Context: an optimization exercise on an open-source flow, tuned for small area. The choices shown serve that exercise and are no tape-out recipe.
Function was checked by simulation only, so behaviour that the tests miss may differ from the original.

[design/flow/design.v]
`timescale 1ns / 1ps
module barrelShifter(
    input [31:0] d,
    input [7:0] n,
    input [1:0] t,
    input r,
    input z,
    input cf,
    output [31:0] q,
    output co
);
    wire [4:0] s = n[4:0];
    wire nz  = (n == 8'd0);
    wire big = |n[7:5];
    wire n32 = big & (n[7:6] == 2'b00) & (s == 5'd0);
    wire lsl = (t == 2'b00);
    wire lsr = (t == 2'b01);
    wire asr = (t == 2'b10);
    wire ror = (t == 2'b11);
    wire rrx = ror & nz & ~r;
    wire sign = d[31];
    wire zero_all = z | (lsr & ((nz & ~r) | big)) | (lsl & big & ~n32);
    wire sign_all = asr & (nz | big);
    wire [31:0] hi_d = (lsl | ror) ? d : {32{asr & sign}};
    wire [31:0] hi = zero_all ? 32'd0 : sign_all ? {32{sign}} :
                     {hi_d[31:1], rrx ? cf : hi_d[0]};
    wire [31:0] lo = zero_all ? 32'd0 : sign_all ? {32{sign}} :
                     (lsl & ~nz) ? 32'd0 : d;
    wire dn = sign & ~(lsr & big & ~n32);
    wire [4:0] k = lsl ? (5'd0 - s) : {s[4:1], s[0] | rrx};
    wire [64:0] v = {hi, lo, dn};
    wire [48:0] v4 = k[4] ? v[64:16] : v[48:0];
    wire [40:0] v3 = k[3] ? v4[48:8] : v4[40:0];
    wire [36:0] v2 = k[2] ? v3[40:4] : v3[36:0];
    wire [34:0] v1 = k[1] ? v2[36:2] : v2[34:0];
    wire [33:0] w  = k[0] ? v1[34:1] : v1[33:0];
    assign q = w[32:1];
    assign co = (nz & (lsl | (r & ~asr))) ? cf : (lsl ? w[33] : w[0]);
endmodule
`timescale 1ns / 1ps
module ALU(
    input [31:0] x, y,
    input yinv, cin,
    input [4:0] rs,
    input [31:0] mrd,
    output [31:0] f,
    output [31:0] sum,
    output cout
);
    wire [31:0] yp = y ^ {32{yinv}};
    wire [31:0] p = x ^ yp;
    wire [31:0] g = x & yp;
    wire [32:0] c;
    assign c[0] = cin;
    genvar i;
    generate
        for (i = 0; i < 32; i = i + 1) begin : bit_
            assign c[i+1] = g[i] | (p[i] & c[i]);
        end
    endgenerate
    assign sum = p ^ c[31:0];
    assign cout = c[32];
    assign f = (sum & {32{rs[0]}}) | (~sum & {32{rs[1]}}) | (p & {32{rs[2]}}) |
               (g & {32{rs[3]}}) | (mrd & {32{rs[4]}});
endmodule
`timescale 1ns / 1ps
`timescale 1ns / 1ps
module RegFile(
    input clk,
    input [15:0] wsel,          
    input [31:0] wd,
    input [15:0] rsel,          
    output [31:0] rq
);
    wire [31:0] part [0:16];
    assign part[0] = 32'd0;
    genvar i;
    generate
        for (i = 0; i < 16; i = i + 1) begin : r
            reg [31:0] data;
            always @(posedge clk)
                if (wsel[i]) data <= wd;
            assign part[i+1] = part[i] | (data & {32{rsel[i]}});
        end
    endgenerate
    assign rq = part[16];
endmodule
`timescale 1ns / 1ps
`timescale 1ns / 1ps
`timescale 1ns / 1ps
`timescale 1ns / 1ps
module top_CPU(
    input clk, Rst,
    output [5:0] Inst_Addr,
    input [31:0] Inst_Data,
    output [6:0] Mem_Addr,
    output [31:0] M_W_Data,
    output Mem_Write,
    input [31:0] M_R_Data
);
    localparam [4:0] IDLE = 5'b10011,
                     FE   = 5'b01000,    
                     D1   = 5'b10000,    
                     D2   = 5'b11001,
                     D3   = 5'b11000,
                     X1   = 5'b10001,    
                     X7   = 5'b01010,
                     B8   = 5'b10110,    
                     J9   = 5'b01001,    
                     L10  = 5'b10111,    
                     L11  = 5'b01011,
                     M1   = 5'b10010,   
                     M12  = 5'b11100,
                     L13  = 5'b11101,   
                     L14  = 5'b01100,
                     T15  = 5'b11010,   
                     T14  = 5'b11110,
                     W1   = 5'b10100,   
                     W16  = 5'b11111,
                     W17  = 5'b10101,
                     W18  = 5'b11011;
    reg [4:0] ST;
    reg [4:0] Next_ST;
    reg [27:0] IR;
    reg [3:0]  NZCV;
    reg [31:0] PC;
    reg [31:0] B;
    reg [7:0]  C8;            
    wire [3:0] rn = IR[19:16];
    wire [3:0] rd = IR[15:12];
    wire [3:0] rs = IR[11:8];
    wire [3:0] rm = IR[3:0];
    wire [3:0] OP = IR[24:21];
    wire P = IR[24];
    wire U = IR[23];
    wire W = IR[21];
    wire Ibit = IR[25];
    wire wb = W | ~P;
    wire q01 = ~ST[4];                  
    wire q10 = ST[4] & ~ST[3];          
    wire q11 = ST[4] & ST[3];           
    wire [3:0] lo = 4'b0001 << ST[1:0];
    wire sFE  = q01 & ~ST[2] & lo[0];
    wire sJ9  = q01 & ~ST[2] & lo[1];
    wire sX7  = q01 & ~ST[2] & lo[2];
    wire sL11 = q01 & ~ST[2] & lo[3];
    wire sL14 = q01 & ST[2];
    wire sD1  = q10 & ~ST[2] & lo[0];
    wire sIDLE = q10 & ~ST[2] & lo[3];
    wire sX1  = q10 & ~ST[2] & lo[1];
    wire sM1  = q10 & ~ST[2] & lo[2];
    wire sW17 = q10 & ST[2] & lo[1];
    wire sB8  = q10 & ST[2] & lo[2];
    wire sL10 = q10 & ST[2] & lo[3];
    wire sD3  = q11 & ~ST[2] & lo[0];
    wire sD2  = q11 & ~ST[2] & lo[1];
    wire sT15 = q11 & ~ST[2] & lo[2];
    wire sW18 = q11 & ~ST[2] & lo[3];
    wire sM12 = q11 & ST[2] & lo[0];
    wire sL13 = q11 & ST[2] & lo[1];
    wire sT14 = q11 & ST[2] & lo[2];
    wire sW16 = q11 & ST[2] & lo[3];
    wire sWA  = sW16 | sW17;            
    wire [31:0] I = Inst_Data;
    reg flag;
    always @(*) begin
        case (I[31:28])
            4'b0000: flag = NZCV[2];
            4'b0001: flag = !NZCV[2];
            4'b0010: flag = NZCV[1];
            4'b0011: flag = !NZCV[1];
            4'b0100: flag = NZCV[3];
            4'b0101: flag = !NZCV[3];
            4'b0110: flag = NZCV[0];
            4'b0111: flag = !NZCV[0];
            4'b1000: flag = NZCV[1] & !NZCV[2];
            4'b1001: flag = !NZCV[1] | NZCV[2];
            4'b1010: flag = NZCV[3] ^~ NZCV[0];
            4'b1011: flag = NZCV[3] ^ NZCV[0];
            4'b1100: flag = !NZCV[2] & (NZCV[3] ^~ NZCV[0]);
            4'b1101: flag = NZCV[2] | (NZCV[3] ^ NZCV[0]);
            4'b1110: flag = 1'b1;
            default: flag = 1'b0;
        endcase
    end
    wire [3:0] i_rn = I[19:16];
    wire [3:0] i_rd = I[15:12];
    wire [3:0] i_rm = I[3:0];
    wire i_W = I[21];
    wire i_isBX  = (I[27:25] == 3'b000) && (I[24:4] == 21'b1_0010_1111_1111_1111_0001);
    wire i_isSWP = (I[27:25] == 3'b000) && !i_isBX && (I[24:20] == 5'b1_0000) && (I[11:4] == 8'b0000_1001);
    wire i_isDP01 = (I[27:25] == 3'b000) && !i_isBX && !i_isSWP && (!I[4] || !I[7]);
    wire i_isDP2 = (I[27:25] == 3'b001);
    wire i_isMEM = (I[27:26] == 2'b01) && !I[22];
    wire i_isB   = (I[27:25] == 3'b101);
    wire swp_ok  = (~&i_rd & ~&i_rn & ~&i_rm) && i_rn != i_rd && i_rn != i_rm;
    wire str_bad = &i_rm || (i_W && (&i_rn || i_rn == i_rd));
    wire i_mem_bad = (I[25] | !I[20]) ? str_bad : (i_W && i_rn == i_rd);
    wire go = flag & (i_isDP01 | i_isDP2 | i_isB | (i_isBX) |
                      (i_isSWP & swp_ok) | (i_isMEM & !i_mem_bad));
    always @(*) begin
        Next_ST = FE;
        case (ST)
            IDLE: Next_ST = FE;
            FE: begin
                if (!go)            Next_ST = FE;
                else if (i_isB)     Next_ST = I[24] ? L10 : B8;
                else if (i_isBX)    Next_ST = X1;
                else if (i_isSWP)   Next_ST = W1;
                else if (i_isMEM)   Next_ST = M1;
                else                Next_ST = D1;
            end
            D1:  Next_ST = D2;
            D2:  Next_ST = D3;
            X1:  Next_ST = X7;
            B8:  Next_ST = J9;
            L10: Next_ST = L11;
            L11: Next_ST = J9;
            M1:  Next_ST = M12;
            M12: Next_ST = IR[20] ? L13 : T15;
            L13: Next_ST = L14;
            T15: Next_ST = T14;
            W1:  Next_ST = W16;
            W16: Next_ST = W17;
            W17: Next_ST = W18;
            default: Next_ST = FE;
        endcase
    end
    always @(posedge clk or posedge Rst)
        if (Rst) ST <= IDLE;
        else     ST <= Next_ST;
    always @(posedge clk)
        if (sFE) IR <= Inst_Data[27:0];
    reg [3:0] ra;
    always @(*) begin
        if (sD2)                                     ra = rs;
        else if (sT15)                               ra = rd;
        else if (sD3 | sM12 | sL13 | sT14 | sWA)     ra = rn;
        else                                         ra = rm;
    end
    wire dp_mov = (OP == 4'b1101) | (OP == 4'b1111);
    wire sel_pc  = q01 & ~ST[2] & (~ST[1] | ST[0]);   
    wire sel_i24 = sB8 | sL10;
    wire sel_i8  = sD1 & Ibit;
    wire sel_i12 = sM1 & ~Ibit;
    wire sel_rf  = (sD1 & ~Ibit) | sX1 | (sM1 & Ibit) | sW18 | sD2 |
                   (sD3 & ~dp_mov) | sM12 | sL13 | sT14 | sWA | sT15;
    wire [31:0] rf_q;
    wire        we;
    reg  [3:0]  wa;
    wire [31:0] wdata;
    wire [15:0] rf_wsel = ({15'd0, we} << wa) | {16{sIDLE}};
    wire [15:0] rf_rsel = {15'd0, sel_rf} << ra;
    RegFile RegFile_Instance(
        .clk(clk),
        .wsel(rf_wsel), .wd(wdata),
        .rsel(rf_rsel), .rq(rf_q));
    wire [31:0] imm = { {8{IR[23] & sel_i24}},
                        IR[23:12] & {12{sel_i24}},
                        IR[11:8] & {4{sel_i24 | sel_i12}},
                        IR[7:0] & {8{sel_i24 | sel_i12 | sel_i8}} };
    wire [31:0] bus = rf_q | imm | (PC & {32{sel_pc}});
    assign M_W_Data = bus;
    always @(posedge clk)
        if (q10) B <= bus;    
    reg [1:0] sh_t;
    reg       sh_r;
    reg [7:0] sh_n;
    reg       sh_z;    
    always @(*) begin
        sh_t = 2'b00; sh_r = 1'b1; sh_n = 8'd0; sh_z = 1'b0;
        if (sD3) begin
            if (Ibit) begin
                sh_t = 2'b11; sh_r = 1'b1; sh_n = {3'b000, IR[11:8], 1'b0};
            end else if (IR[4]) begin
                sh_t = IR[6:5]; sh_r = 1'b1; sh_n = C8;
            end else begin
                sh_t = IR[6:5]; sh_r = 1'b0; sh_n = {3'b000, IR[11:7]};
            end
        end else if (sFE | sIDLE | sD2 | sL11 | sWA | (sM12 & IR[20] & ~P)) begin
            sh_z = 1'b1;
        end else if ((sM12 | sL13 | sT14) & Ibit) begin
            sh_t = IR[6:5]; sh_r = 1'b0; sh_n = {3'b000, IR[11:7]};
        end else if (sJ9) begin
            sh_n = 8'd2;
        end
    end
    wire [31:0] sh_out;
    wire        sh_c;
    barrelShifter barrelShifter_Instance(
        .d(B), .n(sh_n), .t(sh_t), .r(sh_r), .z(sh_z), .cf(NZCV[1]),
        .q(sh_out), .co(sh_c));
    wire [15:0] opd = 16'd1 << OP;
    wire d_and   = opd[0] | opd[8] | opd[14];               
    wire d_xor   = opd[1] | opd[9] | opd[13] | opd[15];     
    wire d_orr   = opd[12];
    wire d_nsum  = opd[3] | opd[7];                         
    wire d_arith = ~(d_and | d_xor | d_orr);
    wire d_yinv  = opd[2] | opd[10] | opd[3] | opd[6] | opd[7] | opd[14] | opd[15];
    wire d_cin   = opd[2] | opd[10] | ((opd[5] | opd[6] | opd[7]) & (NZCV[1] ^ opd[7]));
    wire mem_u   = (sM12 & ~(IR[20] & ~P)) | sL13 | sT14;   
    wire use_mrd = sL14 | sW18;
    wire yinv = sD3 ? d_yinv : (mem_u & ~U);
    wire cin  = sD3 ? d_cin  : (mem_u & ~U);
    wire [4:0] rsl = sD3 ? {1'b0, d_and | d_orr, d_xor | d_orr, d_nsum, d_arith & ~d_nsum}
                         : {use_mrd, 3'b000, ~use_mrd};
    wire arith = d_arith;
    wire [31:0] alu_f;
    wire [31:0] alu_sum;
    wire        alu_c, alu_v;
    ALU ALU_Instance(
        .x(bus), .y({sh_out[31:3], sh_out[2] | sFE, sh_out[1:0]}),
        .yinv(yinv),
        .cin(cin),
        .rs(rsl), .mrd(M_R_Data),
        .f(alu_f), .sum(alu_sum), .cout(alu_c));
    wire c32 = alu_c ^ (yinv & ~rsl[1]);
    assign alu_v = c32 ^ alu_f[31];
    wire alu_cflag = alu_c ^ rsl[1];
    always @(posedge clk or posedge Rst)
        if (Rst) NZCV <= 4'b0000;
        else if (sD3 & IR[20])
            NZCV <= {alu_f[31], alu_f == 32'd0,
                     arith ? alu_cflag : sh_c,
                     arith ? alu_v : NZCV[0]};
    assign wdata = alu_f;
    assign we = (sD3 & (~OP[3] | OP[2])) | sL11 | (sL13 & wb) |
                (sL14 & ~(wb & (rd == rn))) | (sT14 & wb) | sW18;
    always @(*) begin
        if (sL11)              wa = 4'd14;
        else if (sL13 | sT14)  wa = rn;
        else                   wa = rd;
    end
    always @(posedge clk)
        C8 <= alu_f[7:0];
    assign Mem_Addr = C8[6:0];
    assign Mem_Write = q11 & ~ST[2] & ST[1];          
    wire pc_we = (q01 & ~ST[2] & ~(ST[1] & ST[0])) | sIDLE;
    always @(posedge clk)
        if (pc_we) PC <= alu_sum;
    assign Inst_Addr = pc_we ? alu_sum[7:2] : PC[7:2];
endmodule
[design/flow/flow/run.sh]
#!/bin/bash
# The standard layout (standard.sh), with two changes:
#  - the input and output ports are buffered with the smallest buffer (buf_1);
#  - clock tree synthesis clusters up to 25 sinks within 100 um per leaf
#    buffer and inserts no dummy loads.
# Each tool's full output is in orfs/logs/ (one log per step); make's own
# output is in standard.log.
set -euo pipefail
export BUFFER_PORTS_ARGS="-buffer_cell sky130_fd_sc_hd__buf_1"
export CTS_ARGS="-sink_clustering_enable -repair_clock_nets -sink_clustering_size 25 -sink_clustering_max_diameter 100 -dont_use_dummy_load"
bash standard.sh > standard.log 2>&1
[design/flow/standard.sh]
#!/bin/bash
# synth_recipe.tcl (not shown) runs the flow's synth.tcl, then flattens the netlist and writes it again
# the make line also repeats each setting of config.mk as NAME=value (left out here)
make -C /OpenROAD-flow-scripts/flow DESIGN_CONFIG=/design/flow/config.mk WORK_HOME=/design/flow/orfs CLKGATE_MAP_FILE= SYNTH_SCRIPT=/design/flow/synth_recipe.tcl "${@:-finish}"
[design/flow/config.mk]
export PLATFORM = sky130hd
export DESIGN_NAME = top_CPU
export DESIGN_NICKNAME = top_CPU
export VERILOG_FILES = /design/flow/design.v
export SDC_FILE = /design/flow/constraint.sdc
export NUM_CORES = 4
export LEC_CHECK = 0
export CAP_MARGIN = 20
export CORE_MARGIN = 2
export CORE_UTILIZATION = 45
export PLACE_DENSITY = 0.7
export SETUP_SLACK_MARGIN = 1.0
export SLEW_MARGIN = 20
export SYNTH_HIERARCHICAL = 1
[design/flow/constraint.sdc]
create_clock -name core_clock -period 22.0 [get_ports {clk}]
set_input_delay 4.4000 -clock core_clock [delete_from_list [all_inputs] [get_ports {clk}]]
set_output_delay 4.4000 -clock core_clock [all_outputs]
set_load 0.01 [all_outputs]
==> results of run 1 <==
## layout by cell type (no fill, tap or decap), types with 9 or more instances in the layout
cell	count
sky130_fd_sc_hd__xor2_1	47
sky130_fd_sc_hd__a22o_1	134
sky130_fd_sc_hd__nor2_1	65
sky130_fd_sc_hd__nand4_1	41
sky130_fd_sc_hd__nor3_1	34
sky130_fd_sc_hd__a31oi_1	15
sky130_fd_sc_hd__mux2i_1	93
sky130_fd_sc_hd__a21oi_1	51
sky130_fd_sc_hd__a221oi_1	132
sky130_fd_sc_hd__nand2b_1	14
sky130_fd_sc_hd__a221o_1	32
sky130_fd_sc_hd__buf_1	111
sky130_fd_sc_hd__clkbuf_16	31
sky130_fd_sc_hd__o21ai_0	40
sky130_fd_sc_hd__buf_4	65
sky130_fd_sc_hd__nor2b_1	11
sky130_fd_sc_hd__nor3_2	11
sky130_fd_sc_hd__o31ai_1	12
sky130_fd_sc_hd__and2_1	9
sky130_fd_sc_hd__nand3_1	25
sky130_fd_sc_hd__and3_1	10
sky130_fd_sc_hd__o211ai_1	10
sky130_fd_sc_hd__o31ai_4	17
sky130_fd_sc_hd__fa_1	32
sky130_fd_sc_hd__mux2_2	16
sky130_fd_sc_hd__o22ai_1	11
sky130_fd_sc_hd__inv_1	24
sky130_fd_sc_hd__edfxtp_1	602
sky130_fd_sc_hd__nand2_1	95
sky130_fd_sc_hd__ha_1	37
sky130_fd_sc_hd__a211o_1	11
sky130_fd_sc_hd__nor4_1	14
sky130_fd_sc_hd__a222oi_1	35
## final timing paths
kind	endpoint	slack, ns	start
max reg2reg	NZCV[2]$_DFFE_PP0P_	1.93	ST[0]$_DFF_PP1_
min reg2reg	NZCV[1]$_DFFE_PP0P_	0.67	NZCV[1]$_DFFE_PP0P_
min in group asynchronous	NZCV[0]$_DFFE_PP0P_	3.77	Rst
max in group asynchronous	ST[2]$_DFF_PP0_	17.86	Rst
min	NZCV[1]$_DFFE_PP0P_	0.67	NZCV[1]$_DFFE_PP0P_
max	NZCV[2]$_DFFE_PP0P_	1.93	ST[0]$_DFF_PP1_
## state kept, by name, indices dropped and copies added (netlist names)
register,flops
RegFile_Instance.r.data,512
B,32
IR,26
ST,5
PC,32
NZCV,4
C8,8
## worst max-delay path, delay by kind of cell (launching register included)
family,cells,cell delay (ns)
buf+inv,3,0.27
compound gates,9,2.08
mux,3,1.09
fa+ha+maj,34,14.39
flops,1,0.83
simple gates,5,0.96
xor+xnor,2,0.35
## layer usage
layer	wire length (um)	track usage [%]	up-vias
met5	0	0	-
met4	5020	12.7	0
met3	9280	4.95	232
met2	44600	44.4	1209
met1	35400	35.5	10400
li1	-	-	8605
## stage by stage
step                      setup slack [ns]  area [sq um]  util, %
after floorplan                       3.29         29600        -
after global placement                1.22         31100     48.0
after detailed placement             0.870         31100     48.0
after CTS                             1.04         31900     49.2
after global routing                  1.04         31900     49.4
final                                 1.93         31900     49.4
## timing repair
| item | CTS | global route |
|---|---|---|
| endpoints found under the setup margin | 1 | 20 |
| endpoints found under the hold margin | 0 | 0 |
| pin swaps | 0 | 1 |
| setup buffers | 0 | 2 |
| cloned | 0 | 0 |
| hold buffers | 0 | 0 |
| gates resized for setup | 2 | 15 |
## modules after synthesis (local to each module, per instance)
module,cell area (sq um),times used
RegFile,18200,1
barrelShifter,3360,1
top_CPU,5800,1
ALU,2210,1
## kinds of logic after synthesis
family	Yosys count
fa+ha+maj	71
flops	619
simple gates	384
buf+inv	174
mux	122
compound gates	630
xor+xnor	56
## area by class of cell
type	instances	area, sq um	share of cell area, %
sequential	619	18500	57.8
multi-input combinational	1263	10600	33.2
tap	855	1070	3.35
timing repair buffer	178	927	2.90
clock buffer	31	776	2.43
inverter	26	97.6	0.306
==> impl_results.md, run 1 <==
* Share of cell area taken by muxes after synthesis at 4.55%
* Share of layout cells above drive strength 1 at 10.6%
* Sequential share of the synthesized area at 62.5%
* Post-route setup TNS at 0 ns
* Max incr delay on CP at 0.83 ns
* Overall die area at 67800 sq um
* Post-synthesis cell count at 2056
* Port Buffers at 111
* Worst Path Required at 22.52 ns
* Simple-gate share of the synthesized area at 6.82%
* Complex-gate fraction of the synthesized area at 17.3%
* Final cell count without fillers at 2972
* Clock buffer count from CTS at 31
* Remaining antenna violation count after routing at 0
* Combined global-route utilization of all metal layers at 27.2%
* Startpoint class of the critical path: flop
* Ratio of routed vias to standard cells at 6.87
* Post-Synth XOR/XNOR Area at 1.68%
* Period utilization at 91.2%
* Core Area at 64700 sq um
* Count of flip-flops with a built-in enable after synthesis at 602
* Final Net Count at 2255
* DP HPWL at 60500 um
* Number of global-route vias before repair at 19800
* Path type of the worst min-delay path: flop to flop
* Clock network latency to the later pin of the worst-skew pair at 0.64 ns
* Combined area of all synthesized cells at 29600 sq um
* Adder-Cell Fraction of Synth Area at 3.81%
* Leading area contributor after synthesis: sky130_fd_sc_hd__edfxtp_1
* CTS H-Tree Depth at 1
* Gpl congestion at 0.988
* Register bit count reported by yosys at 619
* Number of remaining DRC errors at 0
* Initial DRC count at 2934
* Via count at 20400
* Number of cells in the design after placement at 2938
* Clock period minus final worst setup slack at 20.07 ns
* First-pass GRT wire length at 135000 um
* Synthesis Warnings at 8
* Worst-path cell with the longest stage delay: sky130_fd_sc_hd__dfstp_4
* Class of the most critical setup path: flop to flop
* Die Y-Extent at 260 um
* Top cells by area, synth: sky130_fd_sc_hd__edfxtp_1 (61%), sky130_fd_sc_hd__a22o_1 (4.0%), sky130_fd_sc_hd__a221oi_1 (3.9%)
* Number of failing setup endpoints in the final timing report at 0
* Number of sinks handled by clock tree synthesis at 619
* CTS tree: yes
* Worst hold-check slack at 0.671 ns
* Worst-case reg-to-reg path depth at 56
* Die extent in x at 260 um
* Main combinational cell family by area after synthesis: compound AO/OA/AOI/OAI gates
* Count of maximum capacitance violations at 0
* Reg clk slew, reported paths at 0.10 ns
* Unrepaired setup endpoints after global routing: false
* Largest net degree at the start of global routing at 39
* Clock Tree Root: sky130_fd_sc_hd__clkbuf_16
* Worst clock skew at 0.0554 ns
* Antenna diode count at 0
* Layout fillers at 5495
* Initial standard-cell utilization of the core at 45.7%
* Arrival time of data at the critical path endpoint at 20.59 ns
* Type of element capturing the critical path: flop
* Drt wl/cell at 31.7 um
* Slew Limit Headroom at 29.0%
* Standard-cell row count at 93
* Number of pins exceeding their max-slew limit in the final report at 0
* Hold Violations, Final at 0
* Post-Syn Nets at 2192
* Leading cell type by number of instances after synthesis: sky130_fd_sc_hd__edfxtp_1
* Wire length reported by the detailed router at 94400 um
* Async S/R FF share, synth at 1.45%
* Area share of the leading cell type in the synthesized netlist at 61.2%
* DRT Pass-1 Iters at 11
* Number of buffers on the longest clock path at 3
* Average size of a mapped cell at 14.4 sq um
* Critical-path maximum fanout at 35
* Leading register cell type out of synthesis: sky130_fd_sc_hd__edfxtp_1
* Max Clock Freq at 49.8 MHz
* Cell variety after synth at 106
* Least-Margin Pin Slew at 1.06 ns
* Gr ovfl total at 0
* Commonest cells post-synth: sky130_fd_sc_hd__edfxtp_1 (602), sky130_fd_sc_hd__a22o_1 (134), sky130_fd_sc_hd__a221oi_1 (132)
* Area growth syn-to-layout at 8.07%
* Cells on Worst Hold Path at 2
* Initial antenna violation count at 0
* Status: timing/DRC/antenna clean
* Top-Level Pins at 112
* Crit path top cell by count: sky130_fd_sc_hd__fa_1
==> inputs of run 2 (changes only) <==
--- a/design/flow/design.v
+++ b/design/flow/design.v
@@ -98,7 +98,7 @@
     output Mem_Write,
     input [31:0] M_R_Data
 );
-    localparam [4:0] IDLE = 5'b10011,
+    localparam [4:0] IDLE = 5'b00000,
                      FE   = 5'b01000,    
                      D1   = 5'b10000,    
                      D2   = 5'b11001,
@@ -136,7 +136,8 @@
     wire W = IR[21];
     wire Ibit = IR[25];
     wire wb = W | ~P;
-    wire q01 = ~ST[4];                  
+    wire sIDLE = ~ST[4] & ~ST[3];
+    wire q01 = ~ST[4] & ST[3];          
     wire q10 = ST[4] & ~ST[3];          
     wire q11 = ST[4] & ST[3];           
     wire [3:0] lo = 4'b0001 << ST[1:0];
@@ -146,7 +147,6 @@
     wire sL11 = q01 & ~ST[2] & lo[3];
     wire sL14 = q01 & ST[2];
     wire sD1  = q10 & ~ST[2] & lo[0];
-    wire sIDLE = q10 & ~ST[2] & lo[3];
     wire sX1  = q10 & ~ST[2] & lo[1];
     wire sM1  = q10 & ~ST[2] & lo[2];
     wire sW17 = q10 & ST[2] & lo[1];
==> impl_results.md, run 2 <==
* Status: timing/DRC/antenna clean
* Async S/R FF share, synth at 1.45% (unchanged)
* Least-Margin Pin Slew at 1.08 ns (+0.0258 ns)
* Post-route setup TNS at 0 ns (unchanged)
* Area share of the leading cell type in the synthesized netlist at 61.4% (+0.27 points)
* Overall die area at 67500 sq um (-0.44%)
* Slew Limit Headroom at 27.5% (-1.5 points)
* Startpoint class of the critical path: flop
* Unrepaired setup endpoints after global routing: false
* Combined area of all synthesized cells at 29400 sq um (-0.44%)
* Critical-path maximum fanout at 21 (-40%)
* Die extent in x at 260 um (-0.22%)
* DRT Pass-1 Iters at 6 (-5)
* Die Y-Extent at 260 um (-0.22%)
* DP HPWL at 64300 um (+6.2%)
* CTS tree: yes
* Hold Violations, Final at 0 (unchanged)
* Count of maximum capacitance violations at 0 (unchanged)
* Initial DRC count at 2919 (-0.51%)
* Number of pins exceeding their max-slew limit in the final report at 0 (unchanged)
* Number of remaining DRC errors at 0 (unchanged)
* Leading area contributor after synthesis: sky130_fd_sc_hd__edfxtp_1
* Share of layout cells above drive strength 1 at 10.6% (-0.017 points)
* CTS H-Tree Depth at 1 (unchanged)
* Ratio of routed vias to standard cells at 6.81 (-0.81%)
* Type of element capturing the critical path: flop
* Number of buffers on the longest clock path at 3 (unchanged)
* Antenna diode count at 0 (unchanged)
* Count of flip-flops with a built-in enable after synthesis at 602 (unchanged)
* Arrival time of data at the critical path endpoint at 20.92 ns (+0.33 ns)
* Path type of the worst min-delay path: flop to flop
* Number of cells in the design after placement at 2976 (+1.3%)
* Remaining antenna violation count after routing at 0 (unchanged)
* Worst Path Required at 22.53 ns (about the same)
* Synthesis Warnings at 8 (unchanged)
* First-pass GRT wire length at 138000 um (+2.9%)
* Biggest register: RegFile_Instance.r.data
* Core Area at 64600 sq um (-0.18%)
* Leading register cell type out of synthesis: sky130_fd_sc_hd__edfxtp_1
* Combined global-route utilization of all metal layers at 28.2% (+0.99 points)
* Worst-path cell with the longest stage delay: sky130_fd_sc_hd__fa_1
* Post-layout worst setup margin at 1.62 ns (-0.318 ns)
* Largest registers: RegFile_Instance.r.data: 512 flops, B: 32 flops, PC: 32 flops
* Initial standard-cell utilization of the core at 45.6% (-0.12 points)
* Standard-cell row count at 93 (unchanged)
* Wire length reported by the detailed router at 96900 um (+2.7%)
* Post-Syn Nets at 2213 (+0.96%)
* Period utilization at 92.7% (+1.4 points)
* Number of sinks handled by clock tree synthesis at 619 (unchanged)
* Area growth syn-to-layout at 8.55%
* Number of global-route vias before repair at 20000 (+0.66%)
* Drt wl/cell at 32.2 um (+1.3%)
* Max incr delay on CP at 0.54 ns (-0.29 ns)
* Worst clock skew at 0.0651 ns (+0.00969 ns)
* Reg clk slew, reported paths at 0.10 ns (about the same)
* Most frequent cells in the layout: sky130_fd_sc_hd__edfxtp_1 (602), sky130_fd_sc_hd__a22o_1 (134), sky130_fd_sc_hd__a221oi_1 (133)
* Most frequent standard cell in the layout excluding fill and tap cells: sky130_fd_sc_hd__edfxtp_1
* Port Buffers at 111 (unchanged)
* Register bit count reported by yosys at 619 (unchanged)
* Leading cell type by number of instances after synthesis: sky130_fd_sc_hd__edfxtp_1
* Initial antenna violation count at 3 (+3)
* Commonest cells post-synth: sky130_fd_sc_hd__edfxtp_1 (602), sky130_fd_sc_hd__a22o_1 (134), sky130_fd_sc_hd__a221oi_1 (133)
* Gr ovfl total at 0 (unchanged)
* Max Clock Freq at 49.1 MHz (-1.6%)
* Average size of a mapped cell at 14.2 sq um (-1.5%)
* Clock period minus final worst setup slack at 20.38 ns (+0.318 ns)
* Largest net degree at the start of global routing at 39 (unchanged)
* Pre-CTS setup slack at 0.971 ns (+0.101 ns)
* Final cell count without fillers at 3013 (+1.4%)
* Class of the most critical setup path: flop to flop
* Top-Level Pins at 112 (unchanged)
* Clock buffer count from CTS at 31 (unchanged)
* Flip-flop count of the largest register after layout at 512 (unchanged)
* Via count at 20500 (+0.56%)
* Number of hold buffers added after CTS at 0 (unchanged)
* Sequential share of the synthesized area at 62.7% (+0.27 points)
* Clock network latency to the later pin of the worst-skew pair at 0.65 ns (about the same)
* Top cells by area, synth: sky130_fd_sc_hd__edfxtp_1 (61%), sky130_fd_sc_hd__a22o_1 (4.0%), sky130_fd_sc_hd__a221oi_1 (4.0%)
* Layout fillers at 5459 (-0.66%)
* Final Net Count at 2296 (+1.8%)
* Number of failing setup endpoints in the final timing report at 0 (unchanged)
* Cell variety after synth at 97 (-8.5%)
* Clock Tree Root: sky130_fd_sc_hd__clkbuf_16
* Post-synthesis cell count at 2077 (+1.0%)
* Gpl congestion at 1.05 (+6.4%)
* Crit path top cell by count: sky130_fd_sc_hd__fa_1
run 2: changes by cell type in the layout (fill, tap and decap cells not counted), moves of 9 or more:
| cell | previous run | this run |
|---|---|---|
| sky130_fd_sc_hd__a211o_1 | 11 | 1 |
| sky130_fd_sc_hd__nor2_4 | 7 | 16 |
| sky130_fd_sc_hd__nand2_1 | 95 | 119 |
| sky130_fd_sc_hd__nor3_2 | 11 | 1 |
| sky130_fd_sc_hd__o31ai_4 | 17 | 0 |
| sky130_fd_sc_hd__a21oi_1 | 51 | 60 |
| sky130_fd_sc_hd__buf_4 | 65 | 84 |
| sky130_fd_sc_hd__o21ai_4 | 0 | 17 |
run 2: cells by family after synthesis:
kind of cell / count (synthesis) / share of synthesized area (%)
and+or+nand+nor: 403 / 6.89
AOI/OAI and AO/OA: 629 / 16.9
buffers and inverters: 176 / 3.35
xor gates and xnor gates: 55 / 1.64
DFF: 619 / 62.7
muxes: 125 / 4.69
adders and majority gates: 70 / 3.79
run 2: worst paths after layout:
| kind | slack, ns | end | depth (start not counted) | from |
|---|---|---|---|---|
| setup / recovery | 1.62 | NZCV[2]$_DFFE_PP0P_ | 59 | ST[4]$_DFF_PP0_ |
| hold / removal | 0.68 | ST[1]$_DFF_PP0_ | 2 | ST[4]$_DFF_PP0_ |
| setup reg to reg | 1.62 | NZCV[2]$_DFFE_PP0P_ | 59 | ST[4]$_DFF_PP0_ |
| hold reg to reg | 0.68 | ST[1]$_DFF_PP0_ | 2 | ST[4]$_DFF_PP0_ |
| max in group asynchronous | 17.90 | ST[3]$_DFF_PP0_ | 2 | Rst |
| min in group asynchronous | 3.75 | ST[1]$_DFF_PP0_ | 2 | Rst |
run 2: Yosys stat by module (local to each module, per instance):
module,copies in the design,cell area [sq um],cells inside
barrelShifter,1,3360,489
ALU,1,2220,216
RegFile,1,18200,848
top_CPU,1,5660,524
run 2: per-layer routing:
| metal | track usage (%) | vias up | routed length (um) |
|---|---|---|---|
| li1 | - | 8655 | - |
| met1 | 36.4 | 10400 | 36100 |
| met2 | 45.8 | 1189 | 45300 |
| met3 | 4.07 | 259 | 9000 |
| met4 | 16.1 | 0 | 6480 |
| met5 | 0 | - | 0 |
run 2: cell type report:
cell class              count  area [sq um]  area share, %
flip-flops and latches    619         18500           57.8
multi-input cells        1283         10500           32.8
well taps                 855          1070           3.35
repair buffers            196          1060           3.31
clock buffers              31           776           2.43
inverters                  29           109          0.341
run 2: through the flow:
stage               hold WS [ns]  cell area [sq um]  utilization (%)
floorplan                  0.486              29400                -
global placement           0.643              31100             48.1
detailed placement         0.657              31100             48.1
CTS                        0.669              31800             49.3
global route               0.676              31900             49.5
finish                     0.683              31900             49.5
run 2: timing repair:
item | 4_1_cts | 5_1_grt
resized for setup | 2 | 17
cloned | 0 | 1
setup buffers | 0 | 5
pin swaps | 0 | 1
setup endpoints to repair | 1 | 19
run 2: critical path: cells and delay by family, from the launching register on:
family	cells	cell delay, ns
adder cells (fa/ha/maj)	34	14.43
AO/OA/AOI/OAI	8	1.96
AND/OR/NAND/NOR	8	1.52
multiplexers	3	0.91
buffers and inverters	5	0.74
flip-flops	1	0.51
XOR/XNOR	1	0.20

==> what the ideal ports hide <==
In the flow no input, the clock included, has a driving cell. The finished layouts below were timed again as built, in two steps. Step 1 sets driving cells, clkbuf_16 on the clock port and buf_2 on the other inputs (assumed; they add their load-dependent delay and slew). Step 2, shift: input delay + t, output delay - t, t = (earliest + latest rising clock arrival at the registers) / 2. This alone moves slack from input paths to output paths. a / b / c = ideal / step 1 / step 2; a / b = the first two.
run | t (ns) | setup slack, ns | hold WS [ns] | clock arrival spread, ns | cell pins on the clock port's net
run 1 | 0.665 | 1.933 / 1.933 / 1.933 | 0.671 / 0.671 / 0.671 | 0.055 / 0.055 | 1
run 2 | 0.682 | 1.616 / 1.616 / 1.616 | 0.683 / 0.683 / 0.683 | 0.065 / 0.065 | 1
After both steps setup and hold are still met in every run listed.
